Source: an optimization exercise on an open RTL-to-GDS flow (aim: small area and a short achievable clock period). Production flows keep margins and buffers that such runs may drop. In this exercise RTL edits were held to simulation tests only and were not proved equivalent to the original.

==> flow/design.v <==
`timescale 1ns/1ns
module block(inp_data, inp_weight, inp_mac, clk, reset, outp_data, outp_mac);
	input [15:0] inp_data, inp_weight, inp_mac;
	output reg [15:0] outp_data, outp_mac;
	input clk, reset;
	wire [9:0] ma = inp_data[9:0];
	wire [9:0] mb = inp_weight[9:0];
	wire pp_0_0;
	wire pp_0_1;
	wire pp_0_2;
	wire pp_0_3;
	wire pp_0_4;
	wire pp_0_5;
	wire pp_0_6;
	wire pp_0_7;
	wire pp_0_8;
	wire pp_0_9;
	wire pp_1_0;
	wire pp_1_1;
	wire pp_1_2;
	wire pp_1_3;
	wire pp_1_4;
	wire pp_1_5;
	wire pp_1_6;
	wire pp_1_7;
	wire pp_1_8;
	wire pp_1_9;
	wire pp_2_0;
	wire pp_2_1;
	wire pp_2_2;
	wire pp_2_3;
	wire pp_2_4;
	wire pp_2_5;
	wire pp_2_6;
	wire pp_2_7;
	wire pp_2_8;
	wire pp_2_9;
	wire pp_3_0;
	wire pp_3_1;
	wire pp_3_2;
	wire pp_3_3;
	wire pp_3_4;
	wire pp_3_5;
	wire pp_3_6;
	wire pp_3_7;
	wire pp_3_8;
	wire pp_3_9;
	wire pp_4_0;
	wire pp_4_1;
	wire pp_4_2;
	wire pp_4_3;
	wire pp_4_4;
	wire pp_4_5;
	wire pp_4_6;
	wire pp_4_7;
	wire pp_4_8;
	wire pp_4_9;
	wire pp_5_0;
	wire pp_5_1;
	wire pp_5_2;
	wire pp_5_3;
	wire pp_5_4;
	wire pp_5_5;
	wire pp_5_6;
	wire pp_5_7;
	wire pp_5_8;
	wire pp_5_9;
	wire pp_6_0;
	wire pp_6_1;
	wire pp_6_2;
	wire pp_6_3;
	wire pp_6_4;
	wire pp_6_5;
	wire pp_6_6;
	wire pp_6_7;
	wire pp_6_8;
	wire pp_6_9;
	wire pp_7_0;
	wire pp_7_1;
	wire pp_7_2;
	wire pp_7_3;
	wire pp_7_4;
	wire pp_7_5;
	wire pp_7_6;
	wire pp_7_7;
	wire pp_7_8;
	wire pp_7_9;
	wire pp_8_0;
	wire pp_8_1;
	wire pp_8_2;
	wire pp_8_3;
	wire pp_8_4;
	wire pp_8_5;
	wire pp_8_6;
	wire pp_8_7;
	wire pp_8_8;
	wire pp_8_9;
	wire pp_9_0;
	wire pp_9_1;
	wire pp_9_2;
	wire pp_9_3;
	wire pp_9_4;
	wire pp_9_5;
	wire pp_9_6;
	wire pp_9_7;
	wire pp_9_8;
	wire pp_9_9;
	wire hs0;
	wire hc0;
	wire fs1;
	wire fc1;
	wire hs2;
	wire hc2;
	wire fs3;
	wire fc3;
	wire hs4;
	wire hc4;
	wire fs5;
	wire fc5;
	wire hs6;
	wire hc6;
	wire fs7;
	wire fc7;
	wire hs8;
	wire hc8;
	wire fs9;
	wire fc9;
	wire fs10;
	wire fc10;
	wire hs11;
	wire hc11;
	wire fs12;
	wire fc12;
	wire fs13;
	wire fc13;
	wire fs14;
	wire fc14;
	wire fs15;
	wire fc15;
	wire fs16;
	wire fc16;
	wire fs17;
	wire fc17;
	wire fs18;
	wire fc18;
	wire fs19;
	wire fc19;
	wire fs20;
	wire fc20;
	wire fs21;
	wire fc21;
	wire fs22;
	wire fc22;
	wire fs23;
	wire fc23;
	wire fs24;
	wire fc24;
	wire fs25;
	wire fc25;
	wire fs26;
	wire fc26;
	wire fs27;
	wire fc27;
	wire fs28;
	wire fc28;
	wire fs29;
	wire fc29;
	wire hs30;
	wire hc30;
	wire fs31;
	wire fc31;
	wire hs32;
	wire hc32;
	wire fs33;
	wire fc33;
	wire fs34;
	wire fc34;
	wire fs35;
	wire fc35;
	wire fs36;
	wire fc36;
	wire fs37;
	wire fc37;
	wire fs38;
	wire fc38;
	wire fs39;
	wire fc39;
	wire fs40;
	wire fc40;
	wire fs41;
	wire fc41;
	wire fs42;
	wire fc42;
	wire fs43;
	wire fc43;
	wire fs44;
	wire fc44;
	wire fs45;
	wire fc45;
	wire fs46;
	wire fc46;
	wire fs47;
	wire fc47;
	wire fs48;
	wire fc48;
	wire fs49;
	wire fc49;
	wire fs50;
	wire fc50;
	wire fs51;
	wire fc51;
	wire fs52;
	wire fc52;
	wire fs53;
	wire fc53;
	wire fs54;
	wire fc54;
	wire fs55;
	wire fc55;
	wire hs56;
	wire hc56;
	wire fs57;
	wire fc57;
	wire fs58;
	wire fc58;
	wire fs59;
	wire fc59;
	wire fs60;
	wire fc60;
	wire fs61;
	wire fc61;
	wire fs62;
	wire fc62;
	wire fs63;
	wire fc63;
	wire fs64;
	wire fc64;
	wire fs65;
	wire fc65;
	wire fs66;
	wire fc66;
	wire fs67;
	wire fc67;
	wire fs68;
	wire fc68;
	wire fs69;
	wire fc69;
	wire fs70;
	wire fc70;
	wire fs71;
	wire fc71;
	wire hs72;
	wire hc72;
	wire fs73;
	wire fc73;
	wire fs74;
	wire fc74;
	wire fs75;
	wire fc75;
	wire fs76;
	wire fc76;
	wire fs77;
	wire fc77;
	wire fs78;
	wire fc78;
	wire fs79;
	wire fc79;
	wire fs80;
	wire fc80;
	wire fs81;
	wire fc81;
	wire fs82;
	wire fc82;
	wire fs83;
	wire fc83;
	wire fs84;
	wire fc84;
	wire fs85;
	wire fc85;
	wire fs86;
	wire fc86;
	wire fs87;
	wire fc87;
	wire fs88;
	wire fc88;
	wire fs89;
	wire fc89;
	assign pp_0_0 = ma[0] & mb[0];
	assign pp_0_1 = ma[0] & mb[1];
	assign pp_0_2 = ma[0] & mb[2];
	assign pp_0_3 = ma[0] & mb[3];
	assign pp_0_4 = ma[0] & mb[4];
	assign pp_0_5 = ma[0] & mb[5];
	assign pp_0_6 = ma[0] & mb[6];
	assign pp_0_7 = ma[0] & mb[7];
	assign pp_0_8 = ma[0] & mb[8];
	assign pp_0_9 = ma[0] & mb[9];
	assign pp_1_0 = ma[1] & mb[0];
	assign pp_1_1 = ma[1] & mb[1];
	assign pp_1_2 = ma[1] & mb[2];
	assign pp_1_3 = ma[1] & mb[3];
	assign pp_1_4 = ma[1] & mb[4];
	assign pp_1_5 = ma[1] & mb[5];
	assign pp_1_6 = ma[1] & mb[6];
	assign pp_1_7 = ma[1] & mb[7];
	assign pp_1_8 = ma[1] & mb[8];
	assign pp_1_9 = ma[1] & mb[9];
	assign pp_2_0 = ma[2] & mb[0];
	assign pp_2_1 = ma[2] & mb[1];
	assign pp_2_2 = ma[2] & mb[2];
	assign pp_2_3 = ma[2] & mb[3];
	assign pp_2_4 = ma[2] & mb[4];
	assign pp_2_5 = ma[2] & mb[5];
	assign pp_2_6 = ma[2] & mb[6];
	assign pp_2_7 = ma[2] & mb[7];
	assign pp_2_8 = ma[2] & mb[8];
	assign pp_2_9 = ma[2] & mb[9];
	assign pp_3_0 = ma[3] & mb[0];
	assign pp_3_1 = ma[3] & mb[1];
	assign pp_3_2 = ma[3] & mb[2];
	assign pp_3_3 = ma[3] & mb[3];
	assign pp_3_4 = ma[3] & mb[4];
	assign pp_3_5 = ma[3] & mb[5];
	assign pp_3_6 = ma[3] & mb[6];
	assign pp_3_7 = ma[3] & mb[7];
	assign pp_3_8 = ma[3] & mb[8];
	assign pp_3_9 = ma[3] & mb[9];
	assign pp_4_0 = ma[4] & mb[0];
	assign pp_4_1 = ma[4] & mb[1];
	assign pp_4_2 = ma[4] & mb[2];
	assign pp_4_3 = ma[4] & mb[3];
	assign pp_4_4 = ma[4] & mb[4];
	assign pp_4_5 = ma[4] & mb[5];
	assign pp_4_6 = ma[4] & mb[6];
	assign pp_4_7 = ma[4] & mb[7];
	assign pp_4_8 = ma[4] & mb[8];
	assign pp_4_9 = ma[4] & mb[9];
	assign pp_5_0 = ma[5] & mb[0];
	assign pp_5_1 = ma[5] & mb[1];
	assign pp_5_2 = ma[5] & mb[2];
	assign pp_5_3 = ma[5] & mb[3];
	assign pp_5_4 = ma[5] & mb[4];
	assign pp_5_5 = ma[5] & mb[5];
	assign pp_5_6 = ma[5] & mb[6];
	assign pp_5_7 = ma[5] & mb[7];
	assign pp_5_8 = ma[5] & mb[8];
	assign pp_5_9 = ma[5] & mb[9];
	assign pp_6_0 = ma[6] & mb[0];
	assign pp_6_1 = ma[6] & mb[1];
	assign pp_6_2 = ma[6] & mb[2];
	assign pp_6_3 = ma[6] & mb[3];
	assign pp_6_4 = ma[6] & mb[4];
	assign pp_6_5 = ma[6] & mb[5];
	assign pp_6_6 = ma[6] & mb[6];
	assign pp_6_7 = ma[6] & mb[7];
	assign pp_6_8 = ma[6] & mb[8];
	assign pp_6_9 = ma[6] & mb[9];
	assign pp_7_0 = ma[7] & mb[0];
	assign pp_7_1 = ma[7] & mb[1];
	assign pp_7_2 = ma[7] & mb[2];
	assign pp_7_3 = ma[7] & mb[3];
	assign pp_7_4 = ma[7] & mb[4];
	assign pp_7_5 = ma[7] & mb[5];
	assign pp_7_6 = ma[7] & mb[6];
	assign pp_7_7 = ma[7] & mb[7];
	assign pp_7_8 = ma[7] & mb[8];
	assign pp_7_9 = ma[7] & mb[9];
	assign pp_8_0 = ma[8] & mb[0];
	assign pp_8_1 = ma[8] & mb[1];
	assign pp_8_2 = ma[8] & mb[2];
	assign pp_8_3 = ma[8] & mb[3];
	assign pp_8_4 = ma[8] & mb[4];
	assign pp_8_5 = ma[8] & mb[5];
	assign pp_8_6 = ma[8] & mb[6];
	assign pp_8_7 = ma[8] & mb[7];
	assign pp_8_8 = ma[8] & mb[8];
	assign pp_8_9 = ma[8] & mb[9];
	assign pp_9_0 = ma[9] & mb[0];
	assign pp_9_1 = ma[9] & mb[1];
	assign pp_9_2 = ma[9] & mb[2];
	assign pp_9_3 = ma[9] & mb[3];
	assign pp_9_4 = ma[9] & mb[4];
	assign pp_9_5 = ma[9] & mb[5];
	assign pp_9_6 = ma[9] & mb[6];
	assign pp_9_7 = ma[9] & mb[7];
	assign pp_9_8 = ma[9] & mb[8];
	assign pp_9_9 = ma[9] & mb[9];
	ha_cell u_hs0 (.a(pp_0_9), .b(pp_1_8), .s(hs0), .co(hc0));
	fa_cell u_fs1 (.a(pp_1_9), .b(pp_2_8), .c(pp_3_7), .s(fs1), .co(fc1));
	ha_cell u_hs2 (.a(pp_4_6), .b(pp_5_5), .s(hs2), .co(hc2));
	fa_cell u_fs3 (.a(pp_2_9), .b(pp_3_8), .c(pp_4_7), .s(fs3), .co(fc3));
	ha_cell u_hs4 (.a(pp_5_6), .b(pp_6_5), .s(hs4), .co(hc4));
	fa_cell u_fs5 (.a(pp_3_9), .b(pp_4_8), .c(pp_5_7), .s(fs5), .co(fc5));
	ha_cell u_hs6 (.a(pp_0_6), .b(pp_1_5), .s(hs6), .co(hc6));
	fa_cell u_fs7 (.a(pp_0_7), .b(pp_1_6), .c(pp_2_5), .s(fs7), .co(fc7));
	ha_cell u_hs8 (.a(pp_3_4), .b(pp_4_3), .s(hs8), .co(hc8));
	fa_cell u_fs9 (.a(pp_0_8), .b(pp_1_7), .c(pp_2_6), .s(fs9), .co(fc9));
	fa_cell u_fs10 (.a(pp_3_5), .b(pp_4_4), .c(pp_5_3), .s(fs10), .co(fc10));
	ha_cell u_hs11 (.a(pp_6_2), .b(pp_7_1), .s(hs11), .co(hc11));
	fa_cell u_fs12 (.a(hs0), .b(pp_2_7), .c(pp_3_6), .s(fs12), .co(fc12));
	fa_cell u_fs13 (.a(pp_4_5), .b(pp_5_4), .c(pp_6_3), .s(fs13), .co(fc13));
	fa_cell u_fs14 (.a(pp_7_2), .b(pp_8_1), .c(pp_9_0), .s(fs14), .co(fc14));
	fa_cell u_fs15 (.a(hc0), .b(fs1), .c(hs2), .s(fs15), .co(fc15));
	fa_cell u_fs16 (.a(pp_6_4), .b(pp_7_3), .c(pp_8_2), .s(fs16), .co(fc16));
	fa_cell u_fs17 (.a(pp_9_1), .b(ma[0]), .c(mb[0]), .s(fs17), .co(fc17));
	fa_cell u_fs18 (.a(fc1), .b(hc2), .c(fs3), .s(fs18), .co(fc18));
	fa_cell u_fs19 (.a(hs4), .b(pp_7_4), .c(pp_8_3), .s(fs19), .co(fc19));
	fa_cell u_fs20 (.a(pp_9_2), .b(ma[1]), .c(mb[1]), .s(fs20), .co(fc20));
	fa_cell u_fs21 (.a(fc3), .b(hc4), .c(fs5), .s(fs21), .co(fc21));
	fa_cell u_fs22 (.a(pp_6_6), .b(pp_7_5), .c(pp_8_4), .s(fs22), .co(fc22));
	fa_cell u_fs23 (.a(pp_9_3), .b(ma[2]), .c(mb[2]), .s(fs23), .co(fc23));
	fa_cell u_fs24 (.a(fc5), .b(pp_4_9), .c(pp_5_8), .s(fs24), .co(fc24));
	fa_cell u_fs25 (.a(pp_6_7), .b(pp_7_6), .c(pp_8_5), .s(fs25), .co(fc25));
	fa_cell u_fs26 (.a(pp_9_4), .b(ma[3]), .c(mb[3]), .s(fs26), .co(fc26));
	fa_cell u_fs27 (.a(pp_5_9), .b(pp_6_8), .c(pp_7_7), .s(fs27), .co(fc27));
	fa_cell u_fs28 (.a(pp_8_6), .b(pp_9_5), .c(ma[4]), .s(fs28), .co(fc28));
	fa_cell u_fs29 (.a(pp_6_9), .b(pp_7_8), .c(pp_8_7), .s(fs29), .co(fc29));
	ha_cell u_hs30 (.a(pp_0_4), .b(pp_1_3), .s(hs30), .co(hc30));
	fa_cell u_fs31 (.a(pp_0_5), .b(pp_1_4), .c(pp_2_3), .s(fs31), .co(fc31));
	ha_cell u_hs32 (.a(pp_3_2), .b(pp_4_1), .s(hs32), .co(hc32));
	fa_cell u_fs33 (.a(hs6), .b(pp_2_4), .c(pp_3_3), .s(fs33), .co(fc33));
	fa_cell u_fs34 (.a(pp_4_2), .b(pp_5_1), .c(pp_6_0), .s(fs34), .co(fc34));
	fa_cell u_fs35 (.a(hc6), .b(fs7), .c(hs8), .s(fs35), .co(fc35));
	fa_cell u_fs36 (.a(pp_5_2), .b(pp_6_1), .c(pp_7_0), .s(fs36), .co(fc36));
	fa_cell u_fs37 (.a(fc7), .b(hc8), .c(fs9), .s(fs37), .co(fc37));
	fa_cell u_fs38 (.a(fs10), .b(hs11), .c(pp_8_0), .s(fs38), .co(fc38));
	fa_cell u_fs39 (.a(fc9), .b(fc10), .c(hc11), .s(fs39), .co(fc39));
	fa_cell u_fs40 (.a(fs12), .b(fs13), .c(fs14), .s(fs40), .co(fc40));
	fa_cell u_fs41 (.a(fc12), .b(fc13), .c(fc14), .s(fs41), .co(fc41));
	fa_cell u_fs42 (.a(fs15), .b(fs16), .c(fs17), .s(fs42), .co(fc42));
	fa_cell u_fs43 (.a(fc15), .b(fc16), .c(fc17), .s(fs43), .co(fc43));
	fa_cell u_fs44 (.a(fs18), .b(fs19), .c(fs20), .s(fs44), .co(fc44));
	fa_cell u_fs45 (.a(fc18), .b(fc19), .c(fc20), .s(fs45), .co(fc45));
	fa_cell u_fs46 (.a(fs21), .b(fs22), .c(fs23), .s(fs46), .co(fc46));
	fa_cell u_fs47 (.a(fc21), .b(fc22), .c(fc23), .s(fs47), .co(fc47));
	fa_cell u_fs48 (.a(fs24), .b(fs25), .c(fs26), .s(fs48), .co(fc48));
	fa_cell u_fs49 (.a(fc24), .b(fc25), .c(fc26), .s(fs49), .co(fc49));
	fa_cell u_fs50 (.a(fs27), .b(fs28), .c(mb[4]), .s(fs50), .co(fc50));
	fa_cell u_fs51 (.a(fc27), .b(fc28), .c(fs29), .s(fs51), .co(fc51));
	fa_cell u_fs52 (.a(pp_9_6), .b(ma[5]), .c(mb[5]), .s(fs52), .co(fc52));
	fa_cell u_fs53 (.a(fc29), .b(pp_7_9), .c(pp_8_8), .s(fs53), .co(fc53));
	fa_cell u_fs54 (.a(pp_9_7), .b(ma[6]), .c(mb[6]), .s(fs54), .co(fc54));
	fa_cell u_fs55 (.a(pp_8_9), .b(pp_9_8), .c(ma[7]), .s(fs55), .co(fc55));
	ha_cell u_hs56 (.a(pp_0_3), .b(pp_1_2), .s(hs56), .co(hc56));
	fa_cell u_fs57 (.a(hs30), .b(pp_2_2), .c(pp_3_1), .s(fs57), .co(fc57));
	fa_cell u_fs58 (.a(hc30), .b(fs31), .c(hs32), .s(fs58), .co(fc58));
	fa_cell u_fs59 (.a(fc31), .b(hc32), .c(fs33), .s(fs59), .co(fc59));
	fa_cell u_fs60 (.a(fc33), .b(fc34), .c(fs35), .s(fs60), .co(fc60));
	fa_cell u_fs61 (.a(fc35), .b(fc36), .c(fs37), .s(fs61), .co(fc61));
	fa_cell u_fs62 (.a(fc37), .b(fc38), .c(fs39), .s(fs62), .co(fc62));
	fa_cell u_fs63 (.a(fc39), .b(fc40), .c(fs41), .s(fs63), .co(fc63));
	fa_cell u_fs64 (.a(fc41), .b(fc42), .c(fs43), .s(fs64), .co(fc64));
	fa_cell u_fs65 (.a(fc43), .b(fc44), .c(fs45), .s(fs65), .co(fc65));
	fa_cell u_fs66 (.a(fc45), .b(fc46), .c(fs47), .s(fs66), .co(fc66));
	fa_cell u_fs67 (.a(fc47), .b(fc48), .c(fs49), .s(fs67), .co(fc67));
	fa_cell u_fs68 (.a(fc49), .b(fc50), .c(fs51), .s(fs68), .co(fc68));
	fa_cell u_fs69 (.a(fc51), .b(fc52), .c(fs53), .s(fs69), .co(fc69));
	fa_cell u_fs70 (.a(fc53), .b(fc54), .c(fs55), .s(fs70), .co(fc70));
	fa_cell u_fs71 (.a(fc55), .b(pp_9_9), .c(ma[8]), .s(fs71), .co(fc71));
	ha_cell u_hs72 (.a(pp_0_2), .b(pp_1_1), .s(hs72), .co(hc72));
	fa_cell u_fs73 (.a(hs56), .b(pp_2_1), .c(pp_3_0), .s(fs73), .co(fc73));
	fa_cell u_fs74 (.a(hc56), .b(fs57), .c(pp_4_0), .s(fs74), .co(fc74));
	fa_cell u_fs75 (.a(fc57), .b(fs58), .c(pp_5_0), .s(fs75), .co(fc75));
	fa_cell u_fs76 (.a(fc58), .b(fs59), .c(fs34), .s(fs76), .co(fc76));
	fa_cell u_fs77 (.a(fc59), .b(fs60), .c(fs36), .s(fs77), .co(fc77));
	fa_cell u_fs78 (.a(fc60), .b(fs61), .c(fs38), .s(fs78), .co(fc78));
	fa_cell u_fs79 (.a(fc61), .b(fs62), .c(fs40), .s(fs79), .co(fc79));
	fa_cell u_fs80 (.a(fc62), .b(fs63), .c(fs42), .s(fs80), .co(fc80));
	fa_cell u_fs81 (.a(fc63), .b(fs64), .c(fs44), .s(fs81), .co(fc81));
	fa_cell u_fs82 (.a(fc64), .b(fs65), .c(fs46), .s(fs82), .co(fc82));
	fa_cell u_fs83 (.a(fc65), .b(fs66), .c(fs48), .s(fs83), .co(fc83));
	fa_cell u_fs84 (.a(fc66), .b(fs67), .c(fs50), .s(fs84), .co(fc84));
	fa_cell u_fs85 (.a(fc67), .b(fs68), .c(fs52), .s(fs85), .co(fc85));
	fa_cell u_fs86 (.a(fc68), .b(fs69), .c(fs54), .s(fs86), .co(fc86));
	fa_cell u_fs87 (.a(fc69), .b(fs70), .c(mb[7]), .s(fs87), .co(fc87));
	fa_cell u_fs88 (.a(fc70), .b(fs71), .c(mb[8]), .s(fs88), .co(fc88));
	fa_cell u_fs89 (.a(fc71), .b(ma[9]), .c(mb[9]), .s(fs89), .co(fc89));
	wire [21:0] mx = {1'b0, fc89, fc88, fc87, fc86, fc85, fc84, fc83, fc82, fc81, fc80, fc79, fc78, fc77, fc76, fc75, fc74, fc73, hc72, hs72, pp_0_1, pp_0_0};
	wire [21:0] my = {1'b0, 1'b1, fs89, fs88, fs87, fs86, fs85, fs84, fs83, fs82, fs81, fs80, fs79, fs78, fs77, fs76, fs75, fs74, fs73, pp_2_0, pp_1_0, 1'b0};
	wire [21:0] F = mx + my;
	wire [11:0] G = F[21:10];
	wire p21 = G[11];
	wire [4:0] ea = inp_data[14:10];
	wire [4:0] eb = inp_weight[14:10];
	wire [4:0] em = inp_mac[14:10];
	wire sP = inp_data[15] ^ inp_weight[15];
	wire sM = inp_mac[15];
	wire [5:0] eq0 = {1'b0, ea} + {1'b0, eb} + 6'd49;    
	wire [5:0] eq1 = {1'b0, ea} + {1'b0, eb} + 6'd50;    
	wire [5:0] ep = p21 ? eq1 : eq0;
	wire pz = (inp_data == 16'd0) | (inp_weight == 16'd0) | ep[5];
	wire [9:0] mp = p21 ? G[10:1] : G[9:0];
	wire pnat0 = ~sP & (ep[4:0] == 5'd0) & (mp == 10'd0);
	wire Pzero = pz | pnat0;
	wire Mzero = (inp_mac == 16'd0);
	wire [6:0] A0 = {2'b00, em} - {eq0[5], eq0};    
	wire mbig = ~A0[6] & (A0 != 7'd0);        
	wire [6:0] nA0 = -A0;
	wire [11:0] Gs = G >> A0[5:0];
	wire [10:0] Gn = p21 ? G[11:1] : G[10:0];
	wire [10:0] X = mbig ? Gs[10:0] : Gn;
	wire [10:0] fM = {1'b1, inp_mac[9:0]};
	wire [10:0] Ms = ~A0[6] ? fM : (fM >> nA0[5:0]);
	wire [10:0] Y = (p21 & ~mbig) ? {1'b0, Ms[10:1]} : Ms;
	wire [4:0] eL = mbig ? em : (p21 ? eq1[4:0] : eq0[4:0]);
	wire sub = sP ^ sM;
	wire [11:0] S = sub ? ({1'b0, X} - {1'b0, Y}) : ({1'b0, X} + {1'b0, Y});
	wire neg = sub & S[11];
	wire [11:0] V = neg ? -S : S;
	wire sign = neg ? sM : sP;
	reg [3:0] lz;
	integer i;
	always @* begin
		lz = 4'd12;
		for (i = 0; i <= 11; i = i + 1)
			if (V[i]) lz = 4'd11 - i[3:0];
	end
	wire [11:0] Vn = V << lz;
	wire [5:0] er = {1'b0, eL} + 6'd1 - {2'b00, lz};
	wire Vz = (V == 12'd0);
	reg [15:0] R;
	always @* begin
		if (Mzero) R = Pzero ? 16'd0 : {sP, ep[4:0], mp};
		else if (Pzero) R = inp_mac;
		else if (Vz | er[5]) R = 16'd0;
		else R = {sign, er[4:0], Vn[10:1]};
	end
	always @(posedge reset or posedge clk) begin
		if (reset) begin
			outp_data <= 0;
			outp_mac <= 0;
		end else begin
			outp_data <= inp_data;
			outp_mac <= R;
		end
	end
endmodule
module fa_cell(input a, input b, input c, output s, output co);
	assign s = a ^ b ^ c;
	assign co = (a & b) | (a & c) | (b & c);
endmodule
module ha_cell(input a, input b, output s, output co);
	assign s = a ^ b;
	assign co = a & b;
endmodule
==> flow/run.sh <==
#!/bin/bash
# synth_recipe.tcl (not shown) runs the flow's synth.tcl, then flattens the netlist and writes it again
# the make line also repeats each setting of config.mk as NAME=value (left out here)
make -C /OpenROAD-flow-scripts/flow DESIGN_CONFIG=/design/flow/config.mk WORK_HOME=/design/flow/orfs CLKGATE_MAP_FILE= SYNTH_SCRIPT=/design/flow/synth_recipe.tcl finish
==> flow/config.mk <==
export PLATFORM = sky130hd
export DESIGN_NAME = block
export DESIGN_NICKNAME = block
export VERILOG_FILES = /design/flow/design.v
export SDC_FILE = /design/flow/constraint.sdc
export NUM_CORES = 4
export LEC_CHECK = 0
export ABC_AREA = 1
export CAP_MARGIN = 20
export CORE_MARGIN = 2
export CORE_UTILIZATION = 40
export SLEW_MARGIN = 20
export SYNTH_HIERARCHICAL = 1
export SYNTH_MINIMUM_KEEP_SIZE = 0
==> flow/constraint.sdc <==
create_clock -name core_clock -period 22.0 [get_ports {clk}]
set_input_delay 4.4000 -clock core_clock [delete_from_list [all_inputs] [get_ports {clk}]]
set_output_delay 4.4000 -clock core_clock [all_outputs]
set_load 0.01 [all_outputs]
==> impl_metrics.py, run 1 <==
metrics = {
    "drt": {
        "antenna_violating_nets_post_route": 0,
        "routed_wl_mm": 25.8,
        "drt-met1-wl_mm": 12.4,
        "wl_met3_mm": 1.80,
        "top_layer": "met4",
        "vias": 8617,
        "drt-wirelength-per-cell_um": 15.9,
        "via_per_inst": 5.29,
        "firstDrtPassIters": 5,
        "drt_iter0_drc": 588,
        "met2_wirelength_mm": 11.4,
        "drc_errors": 0,
    },
    "sta": {
        "finalSetupViolCount": 0,
        "worst_slew_pin_slew_ps": 821,
        "max_slew_margin_pct": 45.3,
        "setup_ws_ps": 5740,
        "post-route-period-util_pct": 73.9,
        "fin_setup_tns_ps": 0,
        "rsz0062_at_grt": "false",
        "clock.fmax_mhz": 61.5,
        "period_needed_ps": 16260,
        "finalMaxSlewViolations": 0,
        "hold_violations": 0,
    },
    "critical_path": {
        "required_ps": 22210,
        "crit_family": "simple AND/OR/NAND/NOR gates",
        "max_stage_delay_ps": 700,
        "crit_top_cell": "nand2_1",
        "endpoint_kind": "flop",
        "cp_slowest_cell": "clkdlybuf4s50_1",
        "path_class": "in -> reg",
        "startpoint_type": "input port",
        "critical_path_depth": 58,
        "cp_max_fo": 24,
        "critPathArrivalTime_ps": 16460,
        "critical_path_buf_inv_count": 11,
        "critPathLaunch": "inp_data[3]",
        "crit_end": "outp_mac[0]",
    },
    "synth": {
        "ys_warn_count": 7,
        "yosysUniqueCellTypes": 53,
        "netlist_instances": 1306,
        "synth-edff-count": 0,
        "ys_ff_latch": 32,
        "seq_area_frac_synth_pct": 9.26,
        "synth_flop_cell": "dfrtp_1",
        "syn_nets": 1502,
        "syn_area_per_cell_um2": 6.62,
        "async_flop_share_pct": 100,
        "syn_area_mm2": 0.00865,
    },
    "placed_design": {
        "port_buffers": 81,
        "dp_hpwl_mm": 21.0,
        "place_ws_ps": 5670,
        "dpl_cell_area_mm2": 0.00960,
        "gp_congestion": 0.990,
        "numPlacedInstances": 1620,
    },
    "layout": {
        "multi_input_area_mm2": 0.00677,
        "final_area_mm2": 0.00979,
        "fin_nets": 1548,
        "fin_cells": 1628,
        "regArea_um2": 801,
        "drive_gt1_share_pct": 5.40,
        "diodes": 0,
        "final_cell_mix": "357 x nand2_1, 221 x inv_1, 118 x nand3_1",
        "final_common_cell": "nand2_1",
        "syn_to_final_growth_pct": 13.2,
        "fillers": 2211,
    },
    "worst_hold_path": {
        "timing.hold.worst.class": "in -> async",
    },
    "floorplanning": {
        "ios": 82,
        "die_area_mm2": 0.0228,
        "rows": 53,
        "start_util_pct": 41.0,
        "die_width_um": 151,
        "coreArea_mm2": 0.0211,
        "die_y_um": 151,
    },
    "clock_tree": {
        "cts.clk_slew.worst_paths_ps": 60,
        "cts_buffers": 5,
        "cts.sinks": 32,
        "htree_levels": 2,
        "root_buffer": "clkbuf_16",
        "cts_resized": 0,
        "cts_hold_buf": 0,
        "cts_tree": "done",
        "post_cts_buffers": 0,
        "clock_path_buffers": 2,
    },
    "status": {
        "outcome": "complete, no violations",
    },
    "grt": {
        "antenna_found_initial": 0,
        "globalRoute.totalOverflow": 0,
        "grt.total_usage_pct": 23.6,
        "grt_max_degree": 33,
        "grt_pass1_wl_mm": 42.6,
        "grt_pass1_vias": 8230,
    },
    "flow_run": {
        "maxCapViolCount": 0,
    },
}
-- cell usage after synthesis (all sizes together) (2+ instances only) --
cell type	instances	area, um2
nand2	380	1520
inv	231	867
nand3	128	691
fa	84	1680
o21ai	77	385
a21oi	65	325
ha	62	776
nor2	59	251
dfrtp	32	801
xor2	32	288
clkbuf	30	113
nor4	15	93.8
buf	13	91.3
o211ai	13	97.6
nor3	12	76.3
a22oi	11	113
xnor2	10	95.1
o22ai	6	37.5
or2	6	37.5
nand4	5	31.3
a21boi	4	30.0
a31oi	4	25.0
nand3b	4	30.0
o21a	4	30.0
a21o	3	22.5
and2	2	12.5
mux2i	2	20.0
o21bai	2	15.0
o31ai	2	15.0
-- layout make-up --
class | count | area share, %
inverter | 231 | 8.86
timing repair buffer | 83 | 8.44
sequential | 32 | 8.18
clock buffer | 7 | 1.56
clock inverter | 1 | 0.307
tap | 275 | 3.52
multi-input combinational | 999 | 69.1
-- per-module statistics from Yosys, one instance, submodules excluded --
| module | cells | flops+latches | cell area, um2 |
|---|---|---|---|
| block | 1216 | 32 | 6920 |
| fa_cell | 1 | 0 | 20.0 |
| ha_cell | 1 | 0 | 12.5 |
-- registers in the layout (all words and copies together) (netlist names) --
| signal | flops |
|---|---|
| outp_mac | 16 |
| outp_data | 16 |
-- how the worst min path moves through the flow --
stage                            from           end  slack, ps  cells after the start
after floorplan           inp_data[0]  outp_data[0]       4430                      0
after global placement          reset  outp_data[1]       4850                      3
after detailed placement        reset  outp_data[1]       4840                      3
after CTS                       reset  outp_mac[15]       4540                      3
after global routing            reset  outp_data[1]       4590                      3
final                           reset  outp_mac[15]       4520                      3
-- per-stage QoR --
step           hold slack [ps]  utilization [%]
2_1_floorplan             4430                -
3_3_place_gp              4850             45.5
3_5_place_dp              4840             45.5
4_1_cts                   4540             46.4
5_1_grt                   4590             46.4
6_report                  4520             46.4
-- cells by family after synthesis --
kind of cell	count (synthesis)	share of synthesized area (%)
AO/OA/AOI/OAI	197	13.3
XOR/XNOR	42	4.43
adder cells (fa/ha/maj)	146	28.4
flip-flops	32	9.26
multiplexers	2	0.232
AND/OR/NAND/NOR	612	31.9
buffers and inverters	275	12.5
-- per-layer routing --
layer  vias to the layer above  track usage (%)
met5                         -                0
met4                         0             3.50
met3                        12             3.92
met2                       268             37.4
met1                      4086             34.5
li1                       4251                -
==> inputs of run 2 (changes only) <==
--- a/flow/design.v
+++ b/flow/design.v
@@ -487,5 +487,5 @@
 	wire sM = inp_mac[15];
 	wire [5:0] eq0 = {1'b0, ea} + {1'b0, eb} + 6'd49;    
-	wire [5:0] eq1 = {1'b0, ea} + {1'b0, eb} + 6'd50;    
+	wire [5:0] eq1 = eq0 + 6'd1;                          
 	wire [5:0] ep = p21 ? eq1 : eq0;
 	wire pz = (inp_data == 16'd0) | (inp_weight == 16'd0) | ep[5];
@@ -494,19 +494,38 @@
 	wire Pzero = pz | pnat0;
 	wire Mzero = (inp_mac == 16'd0);
-	wire [6:0] A0 = {2'b00, em} - {eq0[5], eq0};    
-	wire mbig = ~A0[6] & (A0 != 7'd0);        
-	wire [6:0] nA0 = -A0;
-	wire [11:0] Gs = G >> A0[5:0];
-	wire [10:0] Gn = p21 ? G[11:1] : G[10:0];
-	wire [10:0] X = mbig ? Gs[10:0] : Gn;
+	wire [6:0] A0 = {2'b00, em} - {eq0[5], eq0};
+	wire a0neg = A0[6];
+	wire mbig = ~a0neg & (A0 != 7'd0);       
 	wire [10:0] fM = {1'b1, inp_mac[9:0]};
-	wire [10:0] Ms = ~A0[6] ? fM : (fM >> nA0[5:0]);
-	wire [10:0] Y = (p21 & ~mbig) ? {1'b0, Ms[10:1]} : Ms;
-	wire [4:0] eL = mbig ? em : (p21 ? eq1[4:0] : eq0[4:0]);
+	wire [11:0] Z = mbig ? G : (a0neg ? {2'b00, fM[10:1]} : {1'b0, fM});
+	wire [5:0] k = mbig ? A0[5:0] : (a0neg ? ~A0[5:0] : 6'd0);
+	wire far = k[5] | k[4];
+	wire [11:0] z1 = k[0] ? {1'b0, Z[11:1]} : Z;
+	wire [11:0] z2 = k[1] ? {2'b0, z1[11:2]} : z1;
+	wire [11:0] z4 = k[2] ? {4'b0, z2[11:4]} : z2;
+	wire [10:0] z8 = k[3] ? {3'b0, z4[11:8]} : z4[10:0];
+	wire [10:0] zf = far ? 11'd0 : z8;
+	wire [10:0] Sx = (p21 & ~mbig) ? {1'b0, zf[10:1]} : zf;
+	wire [10:0] Gn = p21 ? G[11:1] : G[10:0];
+	wire [10:0] Lx = mbig ? fM : Gn;
+	wire sL = mbig ? sM : sP;
+	wire sS = mbig ? sP : sM;
+	wire [4:0] eL = mbig ? em : ep[4:0];
 	wire sub = sP ^ sM;
-	wire [11:0] S = sub ? ({1'b0, X} - {1'b0, Y}) : ({1'b0, X} + {1'b0, Y});
-	wire neg = sub & S[11];
-	wire [11:0] V = neg ? -S : S;
-	wire sign = neg ? sM : sP;
+	wire [10:0] Sy = Sx ^ {11{sub}};
+	wire [11:0] t = {1'b0, Lx} + {1'b0, Sy};
+	wire cout = t[11];
+	wire [10:0] pr = Lx ^ Sy;
+	reg [10:0] pp;                             
+	integer j;
+	always @* begin
+		pp[0] = 1'b1;
+		for (j = 1; j <= 10; j = j + 1)
+			pp[j] = pp[j-1] & pr[j-1];
+	end
+	wire [10:0] flip = {11{sub}} & (~{11{cout}} | pp);
+	wire [11:0] V = {cout & ~sub, t[10:0] ^ flip};
+	wire neg = sub & ~cout;
+	wire sign = neg ? sS : sL;
 	reg [3:0] lz;
 	integer i;
@@ -516,7 +535,10 @@
 			if (V[i]) lz = 4'd11 - i[3:0];
 	end
-	wire [11:0] Vn = V << lz;
+	wire [11:0] v1 = lz[0] ? {V[10:0], 1'b0} : V;
+	wire [11:0] v2 = lz[1] ? {v1[9:0], 2'b0} : v1;
+	wire [11:0] v4 = lz[2] ? {v2[7:0], 4'b0} : v2;
+	wire [11:0] Vn = lz[3] ? {v4[3:0], 8'b0} : v4;
 	wire [5:0] er = {1'b0, eL} + 6'd1 - {2'b00, lz};
-	wire Vz = (V == 12'd0);
+	wire Vz = ~|V;
 	reg [15:0] R;
 	always @* begin
==> run 2 against run 1 <==
  * Still clean
  * Worst hold slack got worse by 11 ps
  * Critical path depth shrank 6
  * Final area fell by 3.8%
  * Wire length is 6.6% lower
  * Synthesized cell count decreased by 4.4%
  * Sequential share of layout area is 0.32 points higher
  * Critical path type unchanged
  * Critical endpoint is now outp_mac[11]
==> impl_metrics.py, run 2 <==
metrics = {
    "status": {
        "outcome": "complete, no violations",
    },
    "clock_tree": {
        "root_buffer": "clkbuf_16",
        "cts_hold_buf": 0,
        "cts_tree": "done",
        "cts_resized": 0,
        "cts.sinks": 32,
        "post_cts_buffers": 0,
        "cts_buffers": 5,
        "htree_levels": 2,
        "clock_path_buffers": 2,
        "cts.clk_slew.worst_paths_ps": 70,
    },
    "layout": {
        "final_core_util_pct": 46.4,
        "multi_input_area_mm2": 0.00650,
        "final_common_cell": "nand2_1",
        "fillers": 2146,
        "final_area_mm2": 0.00942,
        "final_cell_mix": "375 x nand2_1, 197 x inv_1, 118 x nand3_1",
        "syn_to_final_growth_pct": 13.4,
        "fin_nets": 1492,
        "diodes": 0,
        "regArea_um2": 801,
        "drive_gt1_share_pct": 4.39,
        "reg_top3": "outp_data: 16 flops, outp_mac: 16 flops",
    },
    "sta": {
        "setup_ws_ps": 7120,
        "finalSetupViolCount": 0,
        "rsz0062_at_grt": "false",
        "hold_violations": 0,
        "max_slew_margin_pct": 47.2,
        "period_needed_ps": 14880,
        "worst_slew_pin_slew_ps": 789,
        "clock.fmax_mhz": 67.2,
        "hold_ws_ps": 4510,
        "finalMaxSlewViolations": 0,
        "post-route-period-util_pct": 67.7,
        "fin_setup_tns_ps": 0,
    },
    "drt": {
        "drt-wirelength-per-cell_um": 15.4,
        "via_per_inst": 5.09,
        "vias": 7979,
        "routed_wl_mm": 24.1,
        "drt_iter0_drc": 527,
        "antenna_violating_nets_post_route": 0,
        "drc_errors": 0,
        "firstDrtPassIters": 5,
    },
    "floorplanning": {
        "die_width_um": 148,
        "start_util_pct": 40.9,
        "die_area_mm2": 0.0219,
        "ios": 82,
        "coreArea_mm2": 0.0203,
        "rows": 52,
        "die_y_um": 148,
    },
    "synth": {
        "seq_area_frac_synth_pct": 9.65,
        "netlist_instances": 1248,
        "async_flop_share_pct": 100,
        "syn_nets": 1444,
        "synthTopCellsByArea": "fa_1 20%, nand2_1 17%, dfrtp_1 9.6%",
        "synth_top_area_share_pct": 20.3,
        "yosysUniqueCellTypes": 54,
        "synth_flop_cell": "dfrtp_1",
        "synth_area_leader_cell": "fa_1",
        "synth-edff-count": 0,
        "syn_area_mm2": 0.00830,
        "yosysMostFrequentCell": "nand2_1",
        "syn_area_per_cell_um2": 6.65,
        "ys_warn_count": 7,
        "ys_ff_latch": 32,
        "yosys-top-cells-count": "375 x nand2_1, 197 x inv_1, 118 x nand3_1, 84 x fa_1, 62 x ha_1",
    },
    "critical_path": {
        "critPathArrivalTime_ps": 15040,
        "max_stage_delay_ps": 740,
        "crit_top_cell": "nand2_1",
        "required_ps": 22150,
        "startpoint_type": "input port",
        "path_class": "in -> reg",
        "critPathLaunch": "inp_weight[9]",
        "cp_slowest_cell": "clkdlybuf4s50_1",
        "cp_max_fo": 23,
        "endpoint_kind": "flop",
    },
    "placed_design": {
        "gp_congestion": 0.925,
        "dpl_cell_area_mm2": 0.00925,
        "dp_hpwl_mm": 19.8,
        "place_ws_ps": 6790,
        "port_buffers": 81,
    },
    "grt": {
        "grt_pass1_wl_mm": 40.2,
        "grt_max_degree": 38,
        "grt.total_usage_pct": 22.9,
        "globalRoute.totalOverflow": 0,
        "grt_pass1_vias": 7993,
        "antenna_found_initial": 0,
    },
    "flow_run": {
        "maxCapViolCount": 0,
    },
    "worst_hold_path": {
        "timing.hold.worst.class": "in -> async",
    },
}
-- run 2: cell count changes in the layout (fill, tap and decap cells not counted), sizes merged, moves of 3 or more --
| cell | change |
|---|---|
| a21oi | -14 |
| a22oi | -7 |
| clkinv | +4 |
| inv | -25 |
| nand2 | +8 |
| nand3 | -7 |
| nand3b | -3 |
| nand4 | +8 |
| nor3 | -7 |
| o211ai | -3 |
| o21bai | +3 |
| o22ai | -5 |
-- run 2: path summary, 6_finish.rpt --
kind / to
setup / recovery: outp_mac[11]
hold / removal: outp_mac[2]
max in group asynchronous: outp_data[11]
min in group core_clock: outp_data[14]
-- run 2: cell families after synthesis --
kind of cell	synth area share, %
XOR/XNOR	4.84
buffers and inverters	12.1
multiplexers	0.121
flip-flops	9.65
AND/OR/NAND/NOR	31.8
AO/OA/AOI/OAI	11.9
adder cells (fa/ha/maj)	29.6
other	0.0452
-- run 2: per-module statistics from Yosys (local to each module, per instance) --
module / flip-flops and latches / cell area (um2)
ha_cell: 0 / 12.5
fa_cell: 0 / 20.0
block: 32 / 6570
-- run 2: stage by stage --
| stage | instances |
|---|---|
| floorplan | 1248 |
| global placement | 1559 |
| detailed placement | 1559 |
| CTS | 1567 |
| global route | 1567 |
| finish | 1567 |
-- run 2: critical path: cells and delay by family --
kind	cells	cell delay [ps]
and+or+nand+nor	26	3950
buffers and inverters	10	1840
xor gates and xnor gates	1	290
adders and majority gates	10	4080
AOI/OAI and AO/OA	5	500
-- run 2: area by class of cell --
type                       count  share of cell area [%]
timing repair buffer          83                    8.77
tap                          270                    3.59
inverter                     209                    8.36
clock inverter                 3                   0.452
multi-input combinational    965                    69.0
clock buffer                   5                    1.33
sequential                    32                    8.50
-- run 2: per-layer routing --
| layer | vias up | part of all wire (%) | track usage (%) |
|---|---|---|---|
| met4 | 0 | 2.6 | 6.29 |
| li1 | 4041 | - | - |
| met5 | - | 0 | 0 |
| met3 | 40 | 5.4 | 3.31 |
| met2 | 248 | 48 | 40.2 |
| met1 | 3650 | 44 | 29.4 |

[re-timing with driven ports]
Ports are ideal in the flow. The routed layouts listed here were re-timed in OpenROAD. Step 1 sets driving cells, clkbuf_16 on the clock port and buf_2 on the other inputs (assumed; they add their load-dependent delay and slew). Step 2 times the ports against the registers' clock, not the clock port: input delays grow and output delays shrink by t, the midpoint of the rising clock arrivals with the driver on. a / b / c = no drivers / after step 1 / after step 2; a / b = the first two.
run | shift t [ns] | slack for setup (ns) | worst setup path after step 2 | worst register clock-pin slew, ns | worst slew at a driven data input, ns
run 1 | 0.334 | 5.744 / 5.768 / 5.434 | input to register | 0.06 / 0.06 | 0.04
run 2 | 0.344 | 7.117 / 7.139 / 6.795 | input to register | 0.07 / 0.07 | 0.05
After both steps setup and hold are still met in every run listed. For run 2, which loses most, drivers alone change the setup slack by +0.022 ns; drivers and shift together by -0.322 ns.
